This design comes from an exercise in tuning for a short achievable clock period and few clock cycles on the open sky130 flow, not from production work. No run shown here included a check of the RTL's function; only the layout flow was run. No activity file was given, so power comes from the tool's default toggle rates.

--- flow/config.mk ---
export PLATFORM = sky130hd
export DESIGN_NAME = cpu
export DESIGN_NICKNAME = cpu
export VERILOG_FILES = /design/flow/design.v
export SDC_FILE = /design/flow/constraint.sdc
export NUM_CORES = 4
export LEC_CHECK = 0
export CAP_MARGIN = 20
export CORE_MARGIN = 2
export CORE_UTILIZATION = 40
export SETUP_SLACK_MARGIN = 2.0
export SLEW_MARGIN = 20
--- flow/constraint.sdc ---
create_clock -name core_clock -period 4.0 [get_ports {CLOCK}]
set_input_delay 0.8000 -clock core_clock [delete_from_list [all_inputs] [get_ports {CLOCK}]]
set_output_delay 0.8000 -clock core_clock [all_outputs]
set_load 0.01 [all_outputs]
--- flow/design.v ---
module cpu (
    input  logic       CLOCK
  , input  logic       RESET
  , input  logic [7:0] read_bus
  , output logic [3:0] ctrl_bus
  , output logic [7:0] addr_bus
  , output logic [7:0] write_bus
  , output logic [7:0] OUT
);
  logic [7:0] a, sp, last;
  logic       fc, fz, fs, fo, fu;
  logic [7:0] addr_q, wd_q;
  logic       wr_q;
  logic [7:0] fp;                   
  logic       fpx;
  logic [7:0] ra;                   
  logic [4:0] hb, hbm1, hbp1, hbp2;  
  logic [7:0] b_d [0:3];
  logic [7:0] b_a [0:3];
  logic [2:0] b_n [0:3];            
  logic [1:0] b_j [0:3];            
  logic [1:0] rp, wp;
  logic [3:0] qt;                   
  logic       pv;                   
  logic       rv;                   
  logic       ph;                   
  localparam logic [1:0] X_EX = 2'd0, X_A1 = 2'd1, X_A2 = 2'd2, X_A3 = 2'd3;
  logic       xv;
  logic [1:0] xs;
  logic       p_add, p_cmp, p_push, p_pop, p_alu, p_z, p_jcc;
  logic       p_r1, p_r2, p_w, p_wimm, p_dsta, p_dstsp;
  logic       p_ya, p_ysp, p_xa, p_xsp;
  logic [1:0] p_r1s, p_r2s;         
  logic [7:0] p_sb, p_db, p_oa;     
  logic [3:0] p_cc;
  logic       p_off;               
  logic [7:0] i_y;
  assign addr_bus  = addr_q;
  assign write_bus = wd_q;
  assign ctrl_bus  = {2'b00, wr_q, 1'b0};
  assign OUT       = a;
  function automatic logic [7:0] inc8(input logic [7:0] x);
    logic [7:0] c;
    c[0] = 1'b1;
    c[1] = x[0];
    c[2] = &x[1:0];
    c[3] = &x[2:0];
    c[4] = &x[3:0];
    c[5] = &x[4:0];
    c[6] = &x[5:0];
    c[7] = &x[6:0];
    inc8 = x ^ c;
  endfunction
  function automatic logic [7:0] dec8(input logic [7:0] x);
    logic [7:0] b;
    b[0] = 1'b1;
    b[1] = ~x[0];
    b[2] = ~|x[1:0];
    b[3] = ~|x[2:0];
    b[4] = ~|x[3:0];
    b[5] = ~|x[4:0];
    b[6] = ~|x[5:0];
    b[7] = ~|x[6:0];
    dec8 = x ^ b;
  endfunction
  function automatic logic [8:0] add8(input logic [7:0] x, input logic [7:0] y, input logic ci);
    logic [7:0] g, p, t;
    logic [8:0] c;
    g = x & y; p = x | y; t = x ^ y;
    c[0] = ci;
    c[1] = g[0] | p[0] & ci;
    c[2] = g[1] | p[1] & g[0] | p[1] & p[0] & ci;
    c[3] = g[2] | p[2] & g[1] | p[2] & p[1] & g[0] | p[2] & p[1] & p[0] & ci;
    c[4] = g[3] | p[3] & g[2] | p[3] & p[2] & g[1] | p[3] & p[2] & p[1] & g[0]
         | p[3] & p[2] & p[1] & p[0] & ci;
    for (int i = 5; i <= 8; i++) begin
      logic gg, pp;
      gg = g[i-1]; pp = p[i-1];
      for (int j = i - 2; j >= 4; j--) begin
        gg = gg | pp & g[j];
        pp = pp & p[j];
      end
      c[i] = gg | pp & c[4];
    end
    add8 = {c[8], t ^ c[7:0]};
  endfunction
  function automatic logic [2:0] opnb(input logic [7:0] o);
    logic mac, push, pop, jmp, jcc, hs, hd, n1, n2;
    logic [2:0] dm;
    mac  = ~(o[7] & o[6]);
    push = o[7:3] == 5'b11000;
    pop  = o[7:3] == 5'b11001;
    jmp  = o == 8'b11010000;
    jcc  = o[7:4] == 4'b1110;
    dm   = pop ? o[2:0] : o[5:3];
    hs   = (mac | push) & o[1];
    hd   = (mac | pop) & (dm[1:0] == 2'b10);
    n2   = hs & hd;
    n1   = jmp | jcc | (hs ^ hd);
    opnb = {n2, n1, ~n1 & ~n2};
  endfunction
  logic [2:0] rb_n;
  logic [1:0] rb_j;
  assign rb_n = opnb(read_bus);
  assign rb_j = {read_bus == 8'b11010000, read_bus[7:4] == 4'b1110};
  logic [7:0] vq0, vq1, vq2, va0, va1;
  logic [2:0] vn0;
  logic [1:0] vj0;
  always_comb begin
    vq0 = qt[0] ? b_d[rp] : read_bus;
    vn0 = qt[0] ? b_n[rp] : rb_n;
    vj0 = qt[0] ? b_j[rp] : rb_j;
    va0 = qt[0] ? b_a[rp] : ra;
    vq1 = qt[1] ? b_d[rp + 2'd1] : read_bus;
    va1 = qt[1] ? b_a[rp + 2'd1] : ra;
    vq2 = qt[2] ? b_d[rp + 2'd2] : read_bus;
  end
  logic av1, av2, av3, av4;         
  assign av1 = qt[0] | rv;
  assign av2 = qt[1] | (qt[0] & rv);
  assign av3 = qt[2] | (qt[1] & rv);
  assign av4 = qt[3] | (qt[2] & rv);
  logic [7:0] fa, hd;
  assign fa = fpx ? fp : inc8(fp);
  assign hd = qt[0] ? b_a[rp] : rv ? ra : pv ? addr_q : fa;
  function automatic logic cond(input logic [3:0] cc, input logic c, input logic z,
                                input logic s, input logic v);
    logic b;
    case (cc[3:1])
      3'd0: b = v;
      3'd1: b = c;
      3'd2: b = z;
      3'd3: b = c | z;
      3'd4: b = s;
      3'd5: b = 1'b0;
      3'd6: b = s ^ v;
      default: b = z | (s ^ v);
    endcase
    cond = (cc[3:1] == 3'd5) | (b ^ cc[0]);
  endfunction
  logic [7:0] o;
  assign o = vq0;
  logic d_mac, d_add, d_cmp, d_push, d_pop, d_jmp, d_jcc, d_nop, d_hlt;
  always_comb begin
    d_mac  = ~(o[7] & o[6]);
    d_add  = o[7:6] == 2'b01;
    d_cmp  = o[7:6] == 2'b10;
    d_push = o[7:3] == 5'b11000;
    d_pop  = o[7:3] == 5'b11001;
    d_jmp  = vj0[1];
    d_jcc  = vj0[0];
    d_nop  = o == 8'b11111110;
    d_hlt  = o[7:6] == 2'b11 & ~(d_push | d_pop | d_jmp | d_jcc | d_nop);
  end
  logic [2:0] sm, dm;
  assign sm = o[2:0];
  assign dm = d_pop ? o[2:0] : o[5:3];
  logic has_sb, has_db, d_r1, d_r2, d_w, d_dsta, d_dstsp;
  always_comb begin
    has_sb  = (d_mac | d_push) & sm[1];
    has_db  = (d_mac | d_pop) & (dm[1:0] == 2'b10);
    d_r1    = ((d_mac | d_push) & (sm[1:0] == 2'b01 | sm[1:0] == 2'b10)) | d_pop;
    d_r2    = (d_add | d_cmp) & (dm[1:0] == 2'b01 | dm[1:0] == 2'b10);
    d_w     = has_db | ((d_mac | d_pop) & dm == 3'b101) | d_push;
    d_dsta  = (d_mac | d_pop) & dm == 3'b000;
    d_dstsp = (d_mac | d_pop) & dm == 3'b100;
  end
  logic bytes_ok;
  always_comb begin
    if (ph) bytes_ok = vn0[2] ? av2 : av1;
    else    bytes_ok = vn0[2] ? av3 : vn0[1] ? av2 : av1;
  end
  logic [3:0] cons_h;
  assign cons_h = ph ? {1'b0, vn0} : {vn0, 1'b0};
  logic [7:0] sb, db;
  always_comb begin
    sb = ph ? vq0 : vq1;
    case ({~ph, has_sb})
      2'b00:   db = vq0;
      2'b01,
      2'b10:   db = vq1;
      default: db = vq2;
    endcase
  end
  logic x_done;
  always_comb begin
    case (xs)
      X_EX:    x_done = xv & ~p_r1 & ~p_r2;
      X_A3:    x_done = 1'b1;
      default: x_done = 1'b0;
    endcase
  end
  logic x_alu;
  assign x_alu = x_done & p_alu;
  logic [7:0] e_x, e_y;
  always_comb begin
    if (xs == X_A3 & p_r2) e_x = read_bus;
    else if (p_xa) e_x = a;
    else if (p_xsp) e_x = sp;
    else e_x = 8'd0;
    if (xs == X_A3 & p_r1) e_y = p_r2 ? i_y : read_bus;
    else if (p_ya) e_y = a;
    else if (p_ysp) e_y = sp;
    else e_y = p_sb;
  end
  logic [7:0] yy, sum, res;
  logic       c8, s8;
  logic       n_c, n_z, n_s, n_o, n_u;
  always_comb begin
    yy = p_cmp ? ~e_y : e_y;
    {c8, sum} = add8(e_x, yy, p_cmp);
    s8 = e_x[7] ^ yy[7] ^ c8;
    n_c = p_cmp ? (c8 & (e_y != 8'd0)) : c8;
    n_z = ((e_x ^ yy) == {(e_x[6:0] | yy[6:0]), p_cmp});
    n_s = sum[7];
    n_o = ~s8 & sum[7];
    n_u = s8 & ~sum[7];
    res = p_add ? sum : p_cmp ? last : e_y;
  end
  logic [7:0] sp_inc, sp_dec;
  assign sp_inc = inc8(sp);
  assign sp_dec = dec8(sp);
  logic x_whit;
  always_comb begin
    logic hit_db, hit_sp;
    hit_db = (p_db[7] | (p_db[6] & p_db[5])) & ((p_db[7:3] == hb) | (p_db[7:3] == hbp1));
    hit_sp = (sp[7] | (sp[6] & (sp[5] | sp[4:0] == 5'h1f)))
           & ((sp[7:3] == hbm1) | (sp[7:3] == hb) | (sp[7:3] == hbp1) | (sp[7:3] == hbp2));
    x_whit = p_wimm ? hit_db : hit_sp;
  end
  logic [7:0] x_waddr;
  always_comb begin
    if (p_wimm) x_waddr = p_db;
    else if (p_push) x_waddr = sp_dec;
    else if (p_pop) x_waddr = sp_inc;
    else x_waddr = sp;
  end
  logic       x_rq, x_rqw;
  logic [7:0] x_addr;
  always_comb begin
    x_rq = 1'b0; x_rqw = 1'b0; x_addr = x_waddr;
    if (xv & xs == X_EX & p_r1) begin
      x_rq = 1'b1;
      x_addr = p_r1s == 2'd0 ? a : p_r1s == 2'd1 ? sp : p_sb;
    end else if (xv & xs == X_EX & p_r2) begin
      x_rq = 1'b1;
      x_addr = p_r2s == 2'd0 ? a : p_r2s == 2'd1 ? sp : p_db;
    end else if (xs == X_A1 & p_r1 & p_r2) begin
      x_rq = 1'b1;
      x_addr = p_r2s == 2'd0 ? a : p_r2s == 2'd1 ? sp : p_db;
    end else if (x_done & p_w) begin
      x_rq = 1'b1; x_rqw = 1'b1;
    end
  end
  logic [7:0] x_tgt;
  assign x_tgt = add8(p_oa, p_sb, 1'b1);
  logic xjt, xwh, xfl;
  assign xjt = xv & xs == X_EX & p_jcc & p_off & cond(p_cc, fc, fz, fs, fo);
  assign xwh = x_done & p_w & x_whit;
  assign xfl = xjt | xwh;
  logic x_free, dload, redir;
  assign x_free = ~xv | x_done;
  assign dload  = bytes_ok & x_free & ~xfl;
  assign redir  = xfl;
  logic [3:0] ch;                   
  assign ch = dload ? cons_h : 4'b0001;
  logic [7:0] rd_a;
  always_comb begin
    if (xjt) rd_a = x_tgt;
    else rd_a = hd;
  end
  logic room;
  always_comb begin
    case ({pv, rv})
      2'b00: room = ~qt[3];
      2'b11: room = ~qt[1];
      default: room = ~qt[2];
    endcase
  end
  logic [3:0] qt_n;
  always_comb begin
    qt_n = ({4{ch[0]}} & {av4, av3, av2, av1})
         | ({4{ch[1]}} & {1'b0, av4, av3, av2})
         | ({4{ch[2]}} & {2'b00, av4, av3})
         | ({4{ch[3]}} & {3'b000, av4});
    if (redir) qt_n = 4'd0;
  end
  always_ff @(posedge CLOCK) begin
    if (RESET) begin
      a <= 8'd0; sp <= 8'h80; last <= 8'd0;
      fc <= 1'b0; fz <= 1'b0; fs <= 1'b0; fo <= 1'b0; fu <= 1'b0;
      addr_q <= 8'd0; wd_q <= 8'd0; wr_q <= 1'b0;
      fp <= 8'd0; fpx <= 1'b0; ra <= 8'd0;
      hb <= 5'd0; hbm1 <= 5'h1f; hbp1 <= 5'd1; hbp2 <= 5'd2;
      rp <= 2'd0; wp <= 2'd0;
      qt <= 4'd0; pv <= 1'b1; rv <= 1'b0; ph <= 1'b0;
      for (int i = 0; i < 4; i++) begin
        b_d[i] <= 8'd0; b_a[i] <= 8'd0; b_n[i] <= 3'd0; b_j[i] <= 2'd0;
      end
      xv <= 1'b0; xs <= X_EX;
      p_add <= 1'b0; p_cmp <= 1'b0; p_push <= 1'b0; p_pop <= 1'b0; p_alu <= 1'b0;
      p_z <= 1'b0; p_jcc <= 1'b0;
      p_r1 <= 1'b0; p_r2 <= 1'b0; p_w <= 1'b0; p_wimm <= 1'b0; p_dsta <= 1'b0; p_dstsp <= 1'b0;
      p_ya <= 1'b0; p_ysp <= 1'b0; p_xa <= 1'b0; p_xsp <= 1'b0;
      p_r1s <= 2'd0; p_r2s <= 2'd0;
      p_sb <= 8'd0; p_db <= 8'd0; p_oa <= 8'd0; p_cc <= 4'd0; p_off <= 1'b0;
      i_y <= 8'd0;
    end else begin
      if (rv) begin
        b_d[wp] <= read_bus; b_a[wp] <= ra; b_n[wp] <= rb_n; b_j[wp] <= rb_j;
      end
      qt <= qt_n;
      rv <= pv & ~redir;
      ra <= addr_q;
      if (redir) begin
        rp <= 2'd0; wp <= 2'd0;
      end else begin
        wp <= wp + {1'b0, rv};
        case (1'b1)
          ch[1]:   rp <= rp + 2'd1;
          ch[2]:   rp <= rp + 2'd2;
          ch[3]:   rp <= rp + 2'd3;
          default: rp <= rp;
        endcase
      end
      hb <= hd[7:3];
      hbm1 <= hd[7:3] - 5'd1;
      hbp1 <= hd[7:3] + 5'd1;
      hbp2 <= hd[7:3] + 5'd2;
      if (x_rq) begin
        addr_q <= x_addr;
        wr_q   <= x_rqw;
        if (x_rqw) wd_q <= res;
        pv     <= 1'b0;
        if (redir) begin fp <= rd_a; fpx <= 1'b1; end
      end else if (redir) begin
        addr_q <= rd_a;
        wr_q   <= 1'b0;
        pv     <= 1'b1;
        fp     <= rd_a;
        fpx    <= 1'b0;
      end else if (room) begin
        addr_q <= fa;
        wr_q   <= 1'b0;
        pv     <= 1'b1;
        fp     <= fa;
        fpx    <= 1'b0;
      end else begin
        wr_q   <= 1'b0;
        pv     <= 1'b0;
      end
      if (x_alu) begin
        last <= res;
        if (p_dsta) a <= res;
        if (p_dstsp) sp <= res;
        else if (p_push) sp <= sp_dec;
        else if (p_pop) sp <= sp_inc;
        if (p_add | p_cmp) begin
          fc <= n_c; fz <= n_z; fs <= n_s; fo <= n_o; fu <= n_u;
        end
      end
      if (xv & xs == X_EX & p_z) last <= 8'd0;
      case (xs)
        X_EX: if (xv & (p_r1 | p_r2)) xs <= X_A1;
        X_A1: xs <= (p_r1 & p_r2) ? X_A2 : X_A3;
        X_A2: begin
          i_y <= read_bus;
          xs <= X_A3;
        end
        default: xs <= X_EX;
      endcase
      if (dload) ph <= d_hlt;
      if (x_free) begin
        xv <= dload;
        p_add <= d_add; p_cmp <= d_cmp; p_push <= d_push; p_pop <= d_pop;
        p_alu <= d_mac | d_push | d_pop;
        p_z <= d_jmp | d_jcc | d_nop | d_hlt;
        p_jcc <= d_jcc | d_jmp;
        p_oa <= ph ? va0 : va1;
        p_r1 <= d_r1; p_r2 <= d_r2; p_w <= d_w; p_wimm <= has_db;
        p_dsta <= d_dsta; p_dstsp <= d_dstsp;
        p_ya <= sm == 3'b000; p_ysp <= sm == 3'b100;
        p_xa <= dm == 3'b000; p_xsp <= dm == 3'b100;
        p_r1s <= d_pop ? 2'd1 : (sm[1:0] == 2'b10) ? 2'd2 : {1'b0, sm[2]};
        p_r2s <= (dm[1:0] == 2'b10) ? 2'd2 : {1'b0, dm[2]};
        p_sb <= sb; p_db <= db; p_cc <= d_jmp ? 4'b1010 : o[3:0];
        p_off <= sb != 8'd0;
      end
    end
  end
endmodule
--- flow/run.sh ---
#!/bin/bash
# synth_recipe.tcl (not shown) runs the flow's synth.tcl, then flattens the netlist and writes it again
# the make line also repeats each setting of config.mk as NAME=value (left out here)
make -C /OpenROAD-flow-scripts/flow DESIGN_CONFIG=/design/flow/config.mk WORK_HOME=/design/flow/orfs CLKGATE_MAP_FILE= SYNTH_SCRIPT=/design/flow/synth_recipe.tcl finish
==> notes.md, run 1 <==
Routed WL: 50900 µm
Setup violations, final: 0
CTS tree: yes
Placed Area: 16500 µm²
Outcome: complete, no violations
Final antenna-violating net count: 0
Setup crit start kind: flip-flop
Post-synth top cells: 168 x nand2_1, 154 x dfxtp_1, 139 x nor2_1, 124 x a21oi_1, 98 x clkbuf_1
I/O Pins: 38
Seq/Total Area, Yosys: 37.3%
Comb pwr share: 56.7%
Critical Path AT: 3.40 ns
Slowest cell on the critical path: mux4_2
Tcrit/Tclk final: 75.0%
# hold bufs at CTS: 0
Hold WC Path Type: reg -> reg
Flop pwr share: 26.2%
Avg Cell Area, Syn: 9.18 µm²
Yosys warns: 1
P_int: 8500 µW
Floorplan die height: 198 µm
Ant diodes: 0
Post-synth EDFFs: 84
# DRC: 0
Worst Path Max Fanout: 5
RSZ-0062 raised after global routing: yes
Clock Power Share: 17.0%
Slew @ Worst Pin: 1.04 ns
Number of clock sinks: 238
IO buf count: 34
Static Leakage: 0.00795 µW
Global-route wire length before repair: 77900 µm
Worst-path cell chain: mux4_2 > mux2_4 > or4_4 > nor2_4 > a21o_1 > inv_2 > ha_4 > a21oi_2 > o21ai_1 > a211oi_1 > nor3_1
Clock slew at reported path FFs: 0.06 ns
Peak VDD IR: 0.387 mV
Core area: 36800 µm²
Synth top area share: 20.5%
Worst path max stage delay: 0.54 ns
Via/cell ratio: 5.88
GRT Total Usage: 25.5%
Die width: 198 µm
Synth area leaders: dfxtp_1 21%, edfxtp_1 17%, mux4_2 5.4%
Worst Setup End Kind: flip-flop
Worst Skew: 0.0139 ns
Gpl congestion: 0.887
Switching Share: 41.1%
PwrDens: 686 nW/µm²
Layout Cells excl Fill: 2321
Max frequency: 333 MHz
Vias in the first global route: 13300
Unique masters post-synth: 83
Initial Util: 40.8%
Die ar.: 39100 µm²
Hold Startpoint: wd_q[3]$_SDFFE_PP0P_
Tmin final: 3.00 ns
Area added between synthesis and finish: 39.9%
Most common cell in the netlist: nand2_1
CTS root buffer: clkbuf_16
CTS H-tree depth: 1
Drt wl/cell: 21.9 µm
Final hold vios: 0
Synth async-reset ratio: 0%
Max Slew Vio Count: 0
Num rows: 70
Synth Register Bits: 238
Max-cap violation count: 0
Largest net degree at the start of global routing: 93
Hold Slack: 0.449 ns
Dominant synthesized flop cell: dfxtp_1
DR vias: 13600
Dpl ws: 0.130 ns
Clk latency of the worst-skew pair: 0.56 ns
Finished Cell Area: 21000 µm²
Relative slew slack: 31.0%
Final nets: 1908
Gr ovfl total: 0
Total CTS buffers: 28
WP data required: 4.40 ns
Initial DRT Pass Iterations: 5
Layout cell share with drive strength beyond 1: 39.5%
Post-DP HPWL: 33300 µm
Initial antenna violation count: 1
Total placed cells including tap cells: 2079
Synth Instances: 1637
NetSw: 5930 µW
Setup TNS: 0 ns
Top cell type by total area after synthesis: dfxtp_1
Post-synthesis cell area: 15000 µm²
Clock tree buffer depth: 3
Initial DRC count: 1231
Setup ws final: 1.00 ns
Biggest regs: b_a (32), b_d (32), b_n (12)
WS Path Type: reg -> reg
==> through the flow <==
step	util (%)	power (µW)
global placement	44.9	9000
floorplan	-	7590
global route	57.1	15100
detailed placement	44.9	9080
CTS	54.5	13500
finish	57.1	14400
==> routing by layer <==
metal / global-route usage [%] / share of wire [%] / vias to the layer above
li1: - / - / 6309
met1: 33.6 / 43 / 6755
met2: 42.7 / 48 / 448
met3: 3.29 / 5.4 / 134
met4: 9.44 / 4.1 / 2
met5: 0 / 0.024 / -
==> placed cells by master (no fill, tap or decap), drive strengths merged, types with 6 or more instances in the layout <==
master,n
o22ai,11
and2,64
clkdlybuf4s15,11
a211oi,54
dlygate4sd2,8
inv,76
ha,63
dfxtp,154
o211ai,14
clkbuf,41
nor2b,32
mux4,45
a21o,14
a22oi,9
nor2,140
nor3,24
o21a,7
mux2,22
mux2i,66
a221oi,17
o211a,10
nand2,170
xnor2,55
o31ai,6
o21ai,50
a21oi,126
edfxtp,84
buf,258
or3,6
nand4,12
xor2,20
and3,26
nand2b,9
nand3,26
clkinv,14
a31oi,9
==> power groups by stage <==
stage                     clock, µW  combinational (µW)  sequential, µW
after floorplan                   0                4300            3280
after global placement            0                5250            3750
after detailed placement          0                5310            3770
after CTS                      2480                7260            3760
after global routing           2580                8720            3840
final                          2460                8190            3780
==> path summary, 6_finish.rpt <==
check,slack [ns],depth (start not counted),to
max,1.00,11,p_w$_SDFFE_PP0N_
min,0.45,2,wd_q[3]$_SDFFE_PP0P_
max reg2reg,1.00,11,p_w$_SDFFE_PP0N_
min reg2reg,0.45,2,wd_q[3]$_SDFFE_PP0P_
==> logic make-up (layout without fill, tap and decap cells) <==
family | count (synthesis) | after routing | share of synthesized area (%)
multiplexers | 133 | 133 | 13.0
AO/OA/AOI/OAI | 380 | 381 | 16.8
flip-flops | 238 | 238 | 37.3
XOR/XNOR | 75 | 75 | 4.37
buffers and inverters | 202 | 413 | 5.27
adder cells (fa/ha/maj) | 65 | 65 | 5.51
AND/OR/NAND/NOR | 543 | 545 | 17.7
other | 1 | 3 | 0.0250
==> worst max-delay path: cells and delay by family (launching register included) <==
kind | cells | cell delay (ns)
mux | 2 | 0.85
simple gates | 3 | 0.74
fa+ha+maj | 1 | 0.16
flops | 1 | 0.42
buf+inv | 1 | 0.06
compound gates | 4 | 0.61
==> repair_timing <==
| action | in CTS | in global routing |
|---|---|---|
| endpoints found under the setup margin | 307 | 218 |
| gates resized for setup | 435 | 146 |
| pin swaps | 111 | 81 |
| gates cloned | 4 | 2 |
| buffers inserted | 145 | 41 |
==> layout make-up <==
cell class | instances | area [µm²]
fillers | 3068 | 15800
multi-input cells | 1202 | 10800
flip-flops and latches | 238 | 5720
repair buffers | 284 | 2770
clock buffers | 36 | 761
well taps | 468 | 586
inverters | 79 | 318
clock inverters | 14 | 106
==> inputs of run 2 (changes only) <==
--- a/flow/design.v
+++ b/flow/design.v
@@ -29,7 +29,9 @@
   logic [1:0] xs;
   logic       p_add, p_cmp, p_push, p_pop, p_alu, p_z, p_jcc;
   logic       p_r1, p_r2, p_w, p_wimm, p_dsta, p_dstsp;
-  logic       p_ya, p_ysp, p_xa, p_xsp;
+  logic       p_ya, p_ysp, p_yimm, p_xa, p_xsp;
+  logic       sx_a, sx_sp, sx_rb;   
+  logic [4:0] syp, syn;             
   logic [1:0] p_r1s, p_r2s;         
   logic [7:0] p_sb, p_db, p_oa;     
   logic [3:0] p_cc;
@@ -192,30 +194,26 @@
   end
   logic x_alu;
   assign x_alu = x_done & p_alu;
-  logic [7:0] e_x, e_y;
+  logic [7:0] e_x, yy;
   always_comb begin
-    if (xs == X_A3 & p_r2) e_x = read_bus;
-    else if (p_xa) e_x = a;
-    else if (p_xsp) e_x = sp;
-    else e_x = 8'd0;
-    if (xs == X_A3 & p_r1) e_y = p_r2 ? i_y : read_bus;
-    else if (p_ya) e_y = a;
-    else if (p_ysp) e_y = sp;
-    else e_y = p_sb;
+    e_x = ({8{sx_a}} & a) | ({8{sx_sp}} & sp) | ({8{sx_rb}} & read_bus);
+    yy  = ({8{syp[0]}} & a) | ({8{syp[1]}} & sp) | ({8{syp[2]}} & p_sb)
+        | ({8{syp[3]}} & read_bus) | ({8{syp[4]}} & i_y)
+        | ({8{syn[0]}} & ~a) | ({8{syn[1]}} & ~sp) | ({8{syn[2]}} & ~p_sb)
+        | ({8{syn[3]}} & ~read_bus) | ({8{syn[4]}} & ~i_y);
   end
-  logic [7:0] yy, sum, res;
+  logic [7:0] sum, res;
   logic       c8, s8;
   logic       n_c, n_z, n_s, n_o, n_u;
   always_comb begin
-    yy = p_cmp ? ~e_y : e_y;
     {c8, sum} = add8(e_x, yy, p_cmp);
     s8 = e_x[7] ^ yy[7] ^ c8;
-    n_c = p_cmp ? (c8 & (e_y != 8'd0)) : c8;
+    n_c = p_cmp ? (c8 & (yy != 8'hff)) : c8;
     n_z = ((e_x ^ yy) == {(e_x[6:0] | yy[6:0]), p_cmp});
     n_s = sum[7];
     n_o = ~s8 & sum[7];
     n_u = s8 & ~sum[7];
-    res = p_add ? sum : p_cmp ? last : e_y;
+    res = p_add ? sum : p_cmp ? last : yy;
   end
   logic [7:0] sp_inc, sp_dec;
   assign sp_inc = inc8(sp);
@@ -286,6 +284,7 @@
     if (redir) qt_n = 4'd0;
   end
   always_ff @(posedge CLOCK) begin
+    logic [4:0] ysel;
     if (RESET) begin
       a <= 8'd0; sp <= 8'h80; last <= 8'd0;
       fc <= 1'b0; fz <= 1'b0; fs <= 1'b0; fo <= 1'b0; fu <= 1'b0;
@@ -301,7 +300,9 @@
       p_add <= 1'b0; p_cmp <= 1'b0; p_push <= 1'b0; p_pop <= 1'b0; p_alu <= 1'b0;
       p_z <= 1'b0; p_jcc <= 1'b0;
       p_r1 <= 1'b0; p_r2 <= 1'b0; p_w <= 1'b0; p_wimm <= 1'b0; p_dsta <= 1'b0; p_dstsp <= 1'b0;
-      p_ya <= 1'b0; p_ysp <= 1'b0; p_xa <= 1'b0; p_xsp <= 1'b0;
+      p_ya <= 1'b0; p_ysp <= 1'b0; p_yimm <= 1'b0; p_xa <= 1'b0; p_xsp <= 1'b0;
+      sx_a <= 1'b0; sx_sp <= 1'b0; sx_rb <= 1'b0;
+      syp <= 5'd0; syn <= 5'd0;
       p_r1s <= 2'd0; p_r2s <= 2'd0;
       p_sb <= 8'd0; p_db <= 8'd0; p_oa <= 8'd0; p_cc <= 4'd0; p_off <= 1'b0;
       i_y <= 8'd0;
@@ -369,6 +370,12 @@
         end
         default: xs <= X_EX;
       endcase
+      if ((xs == X_A1 & ~(p_r1 & p_r2)) | xs == X_A2) begin
+        sx_rb <= p_r2; sx_a <= ~p_r2 & p_xa; sx_sp <= ~p_r2 & p_xsp;
+        ysel = {p_r1 & p_r2, p_r1 & ~p_r2, ~p_r1 & p_yimm, ~p_r1 & p_ysp, ~p_r1 & p_ya};
+        syp <= ysel & {5{~p_cmp}};
+        syn <= ysel & {5{p_cmp}};
+      end
       if (dload) ph <= d_hlt;
       if (x_free) begin
         xv <= dload;
@@ -379,8 +386,12 @@
         p_oa <= ph ? va0 : va1;
         p_r1 <= d_r1; p_r2 <= d_r2; p_w <= d_w; p_wimm <= has_db;
         p_dsta <= d_dsta; p_dstsp <= d_dstsp;
-        p_ya <= sm == 3'b000; p_ysp <= sm == 3'b100;
+        p_ya <= sm == 3'b000; p_ysp <= sm == 3'b100; p_yimm <= sm[1:0] == 2'b11;
         p_xa <= dm == 3'b000; p_xsp <= dm == 3'b100;
+        sx_a <= dm == 3'b000; sx_sp <= dm == 3'b100; sx_rb <= 1'b0;
+        ysel = {2'b00, sm[1:0] == 2'b11, sm == 3'b100, sm == 3'b000};
+        syp <= ysel & {5{~d_cmp}};
+        syn <= ysel & {5{d_cmp}};
         p_r1s <= d_pop ? 2'd1 : (sm[1:0] == 2'b10) ? 2'd2 : {1'b0, sm[2]};
         p_r2s <= (dm[1:0] == 2'b10) ? 2'd2 : {1'b0, dm[2]};
         p_sb <= sb; p_db <= db; p_cc <= d_jmp ? 4'b1010 : o[3:0];
==> notes.md, run 2 <==
Outcome: complete, no violations
Relative slew slack: 49.0% (+18 points)
Most common cell after layout, fill and taps aside: buf_4
Die ar.: 41200 µm² (+5.4%)
Most frequent cells in the layout: 166 x buf_4, 138 x nor2_1, 117 x dfxtp_1
Reg2Reg Depth: 14 (+3)
CTS H-tree depth: 1 (unchanged)
Gpl congestion: 0.898 (+1.3%)
Yosys warns: 1 (unchanged)
Tmin final: 2.93 ns (-0.0645 ns)
Setup violations, final: 0 (unchanged)
Final nets: 1970 (+3.2%)
Max Slew Vio Count: 0 (unchanged)
Total CTS buffers: 29 (+3.6%)
Floorplan die height: 203 µm (+2.7%)
Drt wl/cell: 22.2 µm (+1.3%)
Dominant synthesized flop cell: dfxtp_1
Peak VDD IR: 0.369 mV (-4.7%)
Synth async-reset ratio: 0% (unchanged)
# hold bufs at CTS: 0 (unchanged)
Largest net degree at the start of global routing: 52 (-44%)
Final Power: 14000 µW (-3.1%)
Gr ovfl total: 0 (unchanged)
WS Path Type: in -> reg
Setup TNS: 0 ns (unchanged)
Met2 Wirelength: 25900 µm (+6.7%)
Static Leakage: 0.00839 µW (+5.5%)
Post-synth top cells: 168 x dfxtp_1, 147 x nor2_1, 128 x nand2_1, 107 x a21oi_1, 107 x clkbuf_1
Unique masters post-synth: 97 (+17%)
Synth Register Bits: 252 (+5.9%)
Final antenna-violating net count: 0 (unchanged)
Clock tree buffer depth: 3 (unchanged)
Initial DRT Pass Iterations: 6 (+1)
Worst Setup End Kind: flip-flop
Max layer used: met4
Met3 wire length: 3360 µm (+23%)
# DRC: 0 (unchanged)
Num rows: 72 (+2.9%)
Setup crit start kind: primary input
Die width: 203 µm (+2.7%)
FF+latch area: 6000 µm² (+4.9%)
Max frequency: 341 MHz (+2.2%)
Synth top area share: 21.2% (+0.69 points)
PwrDens: 639 nW/µm² (-6.9%)
Post-synth EDFFs: 84 (unchanged)
RSZ-0062 raised after global routing: yes
Routed WL: 54100 µm (+6.2%)
Number of clock sinks: 252 (+5.9%)
Initial antenna violation count: 0 (-1)
Hold WC Path Type: reg -> reg
CTS tree: yes
Core area: 38900 µm² (+5.8%)
Critical Path AT: 3.42 ns (+0.02 ns)
Layout cell share with drive strength beyond 1: 40.4% (+0.91 points)
Biggest regs: b_a (32), b_d (32), b_n (12)
Most common cell in the netlist: dfxtp_1
Hold Crit Depth: 2 (unchanged)
Tcrit/Tclk final: 73.4% (-1.6 points)
Clock slew at reported path FFs: 0.06 ns (about the same)
Area added between synthesis and finish: 38.1%
Initial Util: 40.7% (-0.11 points)
Clk latency of the worst-skew pair: 0.56 ns (about the same)
IO buf count: 34 (unchanged)
CTS root buffer: clkbuf_16
Seq/Total Area, Yosys: 37.1% (-0.18 points)
Fill cell count: 3293 (+7.3%)
Max-cap violation count: 0 (unchanged)
WL met1: 23000 µm (+5.4%)
Vias in the first global route: 13700 (+2.7%)
Ant diodes: 0 (unchanged)
Final hold vios: 0 (unchanged)
Synth area leaders: dfxtp_1 21%, edfxtp_1 16%, mux4_2 6.4%
WP data required: 4.49 ns (+0.09 ns)
Avg Cell Area, Syn: 9.28 µm² (+1.1%)
Post-synthesis cell area: 15900 µm² (+5.5%)
Post-DP HPWL: 34700 µm (+4.1%)
Multi-input logic area: 11100 µm² (+2.9%)
I/O Pins: 38 (unchanged)
DR vias: 14300 (+4.5%)
Top cell type by total area after synthesis: dfxtp_1
Synth Instances: 1709 (+4.4%)
Slew @ Worst Pin: 0.764 ns (-0.271 ns)
GRT Total Usage: 25.4% (-0.078 points)
Via/cell ratio: 5.86 (-0.34%)
Global-route wire length before repair: 81700 µm (+4.9%)
Worst Skew: 0.0151 ns (+0.00125 ns)
Worst Path Max Fanout: 4 (-1)
Initial DRC count: 1154 (-6.3%)
==> run 2: per-layer routing <==
metal / up-vias / global-route usage (%)
li1: 6570 / -
met2: 521 / 42.3
met3: 109 / 3.24
met4: 0 / 9.02
met5: - / 0
met1: 7058 / 33.9
==> run 2: report_power, final <==
part | switching (µW) | internal, µW
Combinational | 3600 | 3470
Clock | 1120 | 1850
Sequential | 782 | 3160
==> run 2: worst paths after layout <==
kind                             from             endpoint  slack (ns)
setup reg to reg  i_y[3]$_SDFFE_PP0P_   sp[4]$_SDFFE_PP0P_        1.08
setup / recovery          read_bus[2]   sp[4]$_SDFFE_PP0P_        1.07
hold / removal    p_dsta$_SDFFE_PP0N_  p_dsta$_SDFFE_PP0N_        0.47
hold reg to reg   p_dsta$_SDFFE_PP0N_  p_dsta$_SDFFE_PP0N_        0.47
==> run 2: worst max-delay path: stages <==
cell	delay, ns
buf_4	0.12
mux2_2	0.34
a211oi_2	0.20
nand3_2	0.19
inv_2	0.13
ha_4	0.16
o31a_1	0.21
nand2_1	0.10
nor2_2	0.12
fa_2	0.45
nand2_2	0.10
o21ai_4	0.09
mux2_4	0.29
a21oi_2	0.11
==> run 2: logic make-up (layout without fill, tap and decap cells) <==
group	Yosys count	count (layout)	share of synthesized area, %
XOR/XNOR	66	66	3.65
other	1	3	0.0237
flip-flops	252	252	37.1
adder cells (fa/ha/maj)	67	67	5.43
AO/OA/AOI/OAI	372	374	16.0
buffers and inverters	225	426	5.75
AND/OR/NAND/NOR	567	568	18.0
multiplexers	159	159	14.0
==> run 2: stage by stage <==
step / hold WS [ns] / cells / worst slack (ns) / util (%) / area, µm²
6_report: 0.470 / 2433 / 1.07 / 56.3 / 21900
5_1_grt: 0.490 / 2433 / 0.976 / 56.3 / 21900
4_1_cts: 0.455 / 2378 / 1.18 / 53.7 / 20900
3_5_place_dp: 0.447 / 2185 / 0.0176 / 44.8 / 17400
3_3_place_gp: 0.440 / 2185 / 0.0394 / 44.8 / 17400
2_1_floorplan: 0.432 / 1711 / 0.832 / - / 16600
==> run 2: what timing repair did <==
action	CTS	global route
endpoints found under the setup margin	329	228
buffers inserted	135	55
gates cloned	5	0
gates resized for setup	394	143
pin swaps	119	69
==> run 2: cell type report <==
type / count / area share (%)
Inverter: 83 / 1.57
Clock inverter: 9 / 0.794
Sequential cell: 252 / 27.4
Clock buffer: 44 / 4.08
Tap cell: 518 / 2.96
Multi-Input combinational cell: 1237 / 50.5
Timing Repair Buffer: 290 / 12.7

## re-timing with driven ports
Ports are ideal in the flow. The routed layouts listed here were re-timed in OpenROAD.
Step 1 assumes that a clkbuf_16 drives the clock port and a buf_2 every other input.
Step 2 moves the port delays by t, midway between the first and last clock arrival at a register: inputs arrive t later, outputs are due t later. That takes back most of the time a late clock gives input paths.
Three values: ideal ports, drivers, drivers and shift; two values: the first two.
run	shift t [ns]	slack for setup (ns)	worst data-port slew with drivers (ns)
run 1	0.611	1.001 / 1.001 / 0.629	0.05
run 2	0.611	1.065 / 1.078 / 0.479	0.06
After both steps every run listed still meets setup and hold. The setup slack of run 2, which loses most, moves by +0.013 ns with the drivers and by -0.586 ns with both steps.
